From an optimization exercise on the open Yosys and OpenROAD flow, aimed at small area; shortcuts taken in it are not production practice. In this exercise RTL edits were held to simulation tests only and were not proved equivalent to the original. Power figures rest on the tool's default switching activity, not on a simulated workload.

==> flow/design.v (excerpt) <==
module y_huff(clk, rst, enable, Y11, Y12, Y13, Y14, Y15, Y16, Y17, Y18, Y21, Y22, Y23, Y24, Y25, Y26, Y27, Y28, Y31, Y32
, Y33, Y34, Y35, Y36, Y37, Y38, Y41, Y42, Y43, Y44, Y45, Y46, Y47, Y48, Y51, Y52, Y53, Y54, Y55, Y56, Y57
, Y58, Y61, Y62, Y63, Y64, Y65, Y66, Y67, Y68, Y71, Y72, Y73, Y74, Y75, Y76, Y77, Y78, Y81, Y82, Y83, Y84
, Y85, Y86, Y87, Y88, JPEG_bitstream, data_ready, output_reg_count, end_of_block_output, end_of_block_empty);
==> flow/config.mk <==
export PLATFORM = sky130hd
export DESIGN_NAME = y_huff
export DESIGN_NICKNAME = y_huff
export VERILOG_FILES = /design/flow/design.v
export SDC_FILE = /design/flow/constraint.sdc
export NUM_CORES = 4
export LEC_CHECK = 0
export ABC_AREA = 1
export CAP_MARGIN = 20
export CORE_MARGIN = 2
export CORE_UTILIZATION = 68
export SLEW_MARGIN = 20
==> flow/constraint.sdc <==
create_clock -name core_clock -period 10.0 [get_ports {clk}]
set_input_delay 2.0000 -clock core_clock [delete_from_list [all_inputs] [get_ports {clk}]]
set_output_delay 2.0000 -clock core_clock [all_outputs]
set_load 0.01 [all_outputs]
standard.sh (not shown) runs the stock make flow with config.mk's settings and CLKGATE_MAP_FILE= SYNTH_SCRIPT=/design/flow/synth_recipe.tcl, a recipe that flattens the netlist after the stock synthesis.
==> flow/flow/run.sh <==
#!/bin/bash
# Own layout flow: the standard flow (standard.sh, unchanged synthesis,
# floorplan, power grid, placement and routing) with two knobs changed:
#  - port buffers are sky130_fd_sc_hd__buf_1 instead of the default pick,
#  - the clock tree is built from clkbuf_4 cells without dummy loads, with
#    sink clusters of up to 8 flip-flops within 40 um.
# The full make output goes to standard_flow.log in this folder; ORFS's
# per-step logs stay under orfs/logs/.
set -euo pipefail
bash standard.sh \
  "BUFFER_PORTS_ARGS=-buffer_cell sky130_fd_sc_hd__buf_1" \
  "CTS_ARGS=-sink_clustering_enable -repair_clock_nets -dont_use_dummy_load -buf_list sky130_fd_sc_hd__clkbuf_4 -sink_clustering_size 8 -sink_clustering_max_diameter 40 -sink_buffer_max_cap_derate 1.0" \
  finish > standard_flow.log 2>&1
==> next run, changes <==
==> flow/flow/run.sh (replaced) <==
#!/bin/bash
# Own layout flow: the standard flow (standard.sh, unchanged synthesis,
# floorplan, power grid, placement and routing) with two knobs changed:
#  - port buffers are sky130_fd_sc_hd__buf_1 instead of the default pick,
#  - the clock tree is built from clkbuf_4 cells without dummy loads.
# The full make output goes to standard_flow.log in this folder; ORFS's
# per-step logs stay under orfs/logs/.
set -euo pipefail
bash standard.sh \
  "BUFFER_PORTS_ARGS=-buffer_cell sky130_fd_sc_hd__buf_1" \
  "CTS_ARGS=-sink_clustering_enable -repair_clock_nets -dont_use_dummy_load -buf_list sky130_fd_sc_hd__clkbuf_4" \
  finish > standard_flow.log 2>&1
CORE_UTILIZATION = 55   (was 68)
Design area increases by 2.0%.
Worst setup slack is better by 0.54 ns.
Global-route usage goes down by 8.7 points.
Wire length hardly moves.
Clock-buffer cell count increases by 75.
Cell count climbs by 4.2%.
Power is higher by 4.6%.


## rev 12
Starting RTL as in the previous note.
export LEC_CHECK = 0
export ABC_AREA = 1
export CAP_MARGIN = 20
export CORE_MARGIN = 2
export CORE_UTILIZATION = 55
export SLEW_MARGIN = 20
create_clock -name core_clock -period 10.0 [get_ports {clk}]
==> flow/flow/run.sh <==
#!/bin/bash
# Own layout flow: the standard flow (standard.sh, unchanged synthesis,
# floorplan, power grid, placement and routing) with two knobs changed:
#  - port buffers are sky130_fd_sc_hd__buf_1 instead of the default pick,
#  - the clock tree is built from clkbuf_4 cells without dummy loads, with
#    sink clusters of up to 8 flip-flops within 40 um.
# The full make output goes to standard_flow.log in this folder; ORFS's
# per-step logs stay under orfs/logs/.
set -euo pipefail
bash standard.sh \
  "BUFFER_PORTS_ARGS=-buffer_cell sky130_fd_sc_hd__buf_1" \
  "CTS_ARGS=-sink_clustering_enable -repair_clock_nets -dont_use_dummy_load -buf_list sky130_fd_sc_hd__clkbuf_4 -sink_clustering_size 8 -sink_clustering_max_diameter 40 -sink_buffer_max_cap_derate 1.0" \
  finish > standard_flow.log 2>&1
Rev 12 finished all stages; the layout is clean.
Modified inputs, rev 13 compared to rev 12
Settings: changing CORE_UTILIZATION from 55 to 78.
==> run summary <==
- Reported for rev 12 and rev 13, area after synthesis turned out identical to the last digit.
- Comparing rev 12 with rev 13, the async set-reset flop share out of synthesis came out essentially unchanged.
- Between rev 13 and rev 12, the portion of the post-synthesis area used by sequential elements does not differ in any meaningful way.
- Against rev 12, site row count in rev 13 fell by more than 10%.
- Comparing rev 12 and rev 13, the one run not ending clean was rev 13.
- Number of synthesized flops with an enable pin came out exactly the same in rev 12 and rev 13.
- Re share of synthesized area spent on multiplexers: no difference whatsoever between rev 12 and rev 13.
- Relative to rev 12, the overall die width measured on rev 13 has decreased by more than 10%.

==> afterwards: timing with drivers on the ports <==
How much do the figures lean on ideal ports? The routed layouts below were timed once more, with nothing changed but the port constraints. Step 1, drivers: a clkbuf_16 drives clk and a buf_2 each remaining input, both assumed. Step 2 times the ports against the registers' clock, not the clock port: input delays grow and output delays shrink by t, the midpoint of the rising clock arrivals with the driver on. Slacks: ideal ports / drivers / drivers and shift; pairs: ideal ports / drivers.
run | t, ns | setup WS [ns] | worst setup path at the end | clock arrival spread, ns | worst slew at a driven data input, ns
the first run of note 1 | 1.046 | 0.939 / 0.939 / 0.939 | register to register | 0.132 / 0.131 | 0.22
the second run of note 1 | 1.096 | 1.482 / 1.482 / 1.482 | register to register | 0.122 / 0.122 | 0.22
rev 12 | 1.039 | 1.484 / 1.484 / 1.484 | register to register | 0.138 / 0.139 | 0.21
After both steps setup and hold are still met in every run listed.
